This design comes from an exercise in tuning for small area, a short achievable clock period and few clock cycles on the open sky130 flow, not from production work. In this exercise RTL edits were held to simulation tests only and were not proved equivalent to the original.

## mvm
module mvm #(
  parameter IWIDTH = 8,
  parameter OWIDTH = 32,
  parameter MEM_DATAW = IWIDTH * 8,
  parameter VEC_MEM_DEPTH = 4,
  parameter VEC_ADDRW = $clog2(VEC_MEM_DEPTH),
  parameter MAT_MEM_DEPTH = 8,
  parameter MAT_ADDRW = $clog2(MAT_MEM_DEPTH),
  parameter NUM_OLANES = 4
)(
  input  logic                   clk,
  input  logic                   rst,
  input  logic [MEM_DATAW-1:0]   i_vec_wdata,
  input  logic [VEC_ADDRW-1:0]   i_vec_waddr,
  input  logic                   i_vec_wen,
  input  logic [MEM_DATAW-1:0]   i_mat_wdata,
  input  logic [MAT_ADDRW-1:0]   i_mat_waddr,
  input  logic [NUM_OLANES-1:0]  i_mat_wen,
  input  logic                   i_start,
  input  logic [VEC_ADDRW-1:0]   i_vec_start_addr,
  input  logic [VEC_ADDRW:0]     i_vec_num_words,
  input  logic [MAT_ADDRW-1:0]   i_mat_start_addr,
  input  logic [MAT_ADDRW:0]     i_mat_num_rows_per_olane,
  output logic                   o_busy,
  output logic [NUM_OLANES*OWIDTH-1:0] o_result,
  output logic                   o_valid
);
For scale: about 12000 cells after synthesis, roughly 3600 flip-flops, about 280 I/O pins, roughly 170000 sq um of cells after synthesis.
Settings: LEC_CHECK=0, ABC_CLOCK_PERIOD_IN_PS=2800, CAP_MARGIN=20, CORE_MARGIN=2, CORE_UTILIZATION=60, PLACE_DENSITY=0.7, SETUP_SLACK_MARGIN=2.75, SLEW_MARGIN=20, SYNTH_HIERARCHICAL=1, SYNTH_MINIMUM_KEEP_SIZE=0, TNS_END_PERCENT=100; clock period 5.5 ns.
standard.sh (not shown) runs the stock make flow with config.mk's settings and CLKGATE_MAP_FILE= SYNTH_SCRIPT=/design/flow/synth_recipe.tcl, a recipe that flattens the netlist after the stock synthesis.
==> flow/flow/run.sh <==
#!/bin/bash
# The standard layout, with plain buffers (sky130_fd_sc_hd__buf_4, which the
# resizer may resize) on the ports instead of the resizer's default pick,
# a delay cell. Everything else is the standard.sh unchanged.
set -euo pipefail
bash standard.sh "BUFFER_PORTS_ARGS=-buffer_cell sky130_fd_sc_hd__buf_4" finish > standard.log 2>&1
The starting point produced a clean layout.
Testbench counts at the start, summed over its fixed seeds: cycles 5,340.
Rerun with:
--- a/flow/config.mk
+++ b/flow/config.mk
@@ -11,2 +11 @@
-export CORE_UTILIZATION = 60
-export PLACE_DENSITY = 0.7
+export CORE_UTILIZATION = 42
Maximum frequency rose by 3.4%. Synthesized cell count stays the same. Via count stays flat. Cell area rose by 1.6%. Clock-buffer cell count fell by 32. Die area rose by 43%. Final cell count rose by 10%. Global-route usage fell by 11 points. Critical path depth stays the same.
Rerun with:
--- a/flow/config.mk
+++ b/flow/config.mk
@@ -11 +11,2 @@
-export CORE_UTILIZATION = 42
+export CORE_UTILIZATION = 50
+export CTS_BUF_LIST = sky130_fd_sc_hd__clkbuf_8
Routed wire length goes up slightly; via count increases slightly; clock-buffer cell count grows by 197; final area is lower slightly.
Rerun with:
--- a/flow/config.mk
+++ b/flow/config.mk
@@ -12 +12,2 @@
-export CTS_BUF_LIST = sky130_fd_sc_hd__clkbuf_8
+export CTS_CLUSTER_DIAMETER = 60
+export CTS_CLUSTER_SIZE = 30
Effect: The new run passed the timing, DRC and antenna checks; clock skew rises by 0.014 ns; cell area decreases by 0.85%; cell count came out lower by 3.3%; synthesized cell count does not change.

========
Setup of run Z:
Starting RTL as in the previous note.
==> flow/config.mk <==
export PLATFORM = sky130hd
export DESIGN_NAME = mvm
export DESIGN_NICKNAME = mvm
export VERILOG_FILES = /design/flow/design.v
export SDC_FILE = /design/flow/constraint.sdc
export NUM_CORES = 4
export LEC_CHECK = 0
export ABC_CLOCK_PERIOD_IN_PS = 2800
export CAP_MARGIN = 20
export CORE_MARGIN = 2
export CORE_UTILIZATION = 50
export CTS_BUF_LIST = sky130_fd_sc_hd__clkbuf_8
export CTS_CLUSTER_DIAMETER = 50
export CTS_CLUSTER_SIZE = 20
export SETUP_SLACK_MARGIN = 2.75
export SLEW_MARGIN = 20
export SYNTH_HIERARCHICAL = 1
export SYNTH_MINIMUM_KEEP_SIZE = 0
export TNS_END_PERCENT = 100
==> flow/constraint.sdc <==
create_clock -name core_clock -period 5.5 [get_ports {clk}]
set_input_delay 1.1000 -clock core_clock [delete_from_list [all_inputs] [get_ports {clk}]]
set_output_delay 1.1000 -clock core_clock [all_outputs]
set_load 0.01 [all_outputs]
Scripts as last shown in full above: flow/flow/run.sh
Testbench counts of run Z, summed over its fixed seeds: cycles 5,340.
The inputs of run K differ from those of run Z as listed below.
Settings: swapping 2.75 for 2.9 in SETUP_SLACK_MARGIN; clearing CTS_CLUSTER_DIAMETER, which used to be 50; clearing CTS_CLUSTER_SIZE, which used to be 20; clearing CTS_BUF_LIST, which used to be sky130_fd_sc_hd__clkbuf_8.
Results
On wire length per cell: run K sits below run Z.
Timing, DRC, antenna: 0 failures across run K and run Z
Via total after detailed routing for run K: about 2% up relative to run Z
In the tables for run K and run Z, routed wire length reads higher with run K.

========
mvm again, from the RTL that the note above started with.
==> flow/config.mk <==
export PLATFORM = sky130hd
export DESIGN_NAME = mvm
export DESIGN_NICKNAME = mvm
export VERILOG_FILES = /design/flow/design.v
export SDC_FILE = /design/flow/constraint.sdc
export NUM_CORES = 4
export LEC_CHECK = 0
export ABC_CLOCK_PERIOD_IN_PS = 2800
export CAP_MARGIN = 20
export CORE_MARGIN = 2
export CORE_UTILIZATION = 50
export SETUP_SLACK_MARGIN = 2.6
export SLEW_MARGIN = 20
export SYNTH_HIERARCHICAL = 1
export SYNTH_MINIMUM_KEEP_SIZE = 0
export TNS_END_PERCENT = 100
==> flow/constraint.sdc <==
create_clock -name core_clock -period 5.5 [get_ports {clk}]
set_input_delay 1.1000 -clock core_clock [delete_from_list [all_inputs] [get_ports {clk}]]
set_output_delay 1.1000 -clock core_clock [all_outputs]
set_load 0.01 [all_outputs]
Scripts as last shown in full above: flow/flow/run.sh
The starting point ran to the end with no violations.
Testbench counts at the start, summed over its fixed seeds: cycles 5,340.
Rerun with:
CTS_BUF_LIST = sky130_fd_sc_hd__clkbuf_8   (was not set)
SETUP_SLACK_MARGIN = 2.8   (was 2.6)
TNS_END_PERCENT = 30   (was 100)
Result:
- cell area increases by 2.1%
- setup slack gets better by 100 ps
- wire length increases by 6.0%
- sequential share of layout area decreases by 0.80 points
- flip-flop and latch count does not change
- synthesized cell count stays the same
- maximum frequency increases by about 3.6%
- register-to-register slack gets better by 100 ps
- core utilization increases by 1.2 points
Rerun with:
CTS_BUF_LIST = not set   (was sky130_fd_sc_hd__clkbuf_8)
SETUP_SLACK_MARGIN = 2.75   (was 2.8)
TNS_END_PERCENT = 100   (was 30)
The new run finished with timing, DRC and antenna clean. Worst hold slack is better by 230 ps. Setup slack improved by 9.0 ps. Utilization is about the same. Via count is lower slightly. Routed wire length came out lower slightly. Clock-buffer cell count shrinks by 185. Fmax climbs slightly.

-- static timing again, ports no longer ideal --
The results above use ideal ports. As a check the final layouts listed here were re-extracted and re-timed, cells and wires unchanged.
Step 1: set_driving_cell puts a clkbuf_16 on clk and a buf_2 on each other input, an assumption about the parent block.
Step 2, shift: input delay + t, output delay - t, t = (earliest + latest rising clock arrival at the registers) / 2. This alone moves slack from input paths to output paths.
a / b / c = ideal / step 1 / step 2; a / b = the first two.
run	t (ns)	setup slack, ns	hold WS [ns]	latest minus earliest clock arrival (ns)	worst slew at a driven data input, ns
the first run of note 1	1.036	2.513 / 2.513 / 1.987	0.311 / 0.242 / 0.311	0.138 / 0.139	0.28
the second run of note 1	1.079	2.610 / 2.610 / 1.896	0.309 / 0.221 / 0.311	0.115 / 0.115	0.58
the third run of note 1	1.278	2.662 / 2.626 / 1.702	0.090 / 0.044 / 0.325	0.110 / 0.110	0.16
the fourth run of note 1	1.028	2.579 / 2.579 / 1.914	0.330 / 0.304 / 0.330	0.113 / 0.113	0.18
run Z	1.212	2.683 / 2.640 / 1.882	0.158 / 0.116 / 0.326	0.095 / 0.095	0.18
run K	1.073	2.664 / 2.664 / 2.011	0.325 / 0.256 / 0.325	0.124 / 0.124	0.14
the first run of note 3	1.051	2.544 / 2.544 / 1.815	0.324 / 0.276 / 0.324	0.071 / 0.071	0.29
the second run of note 3	1.278	2.647 / 2.604 / 1.692	0.094 / 0.049 / 0.325	0.121 / 0.120	0.21
the third run of note 3	1.065	2.656 / 2.656 / 1.738	0.326 / 0.285 / 0.326	0.087 / 0.087	0.16
After both steps setup and hold are still met in every run listed. The setup slack of the third run of note 1, which loses most, moves by -0.036 ns with the drivers and by -0.960 ns with both steps.
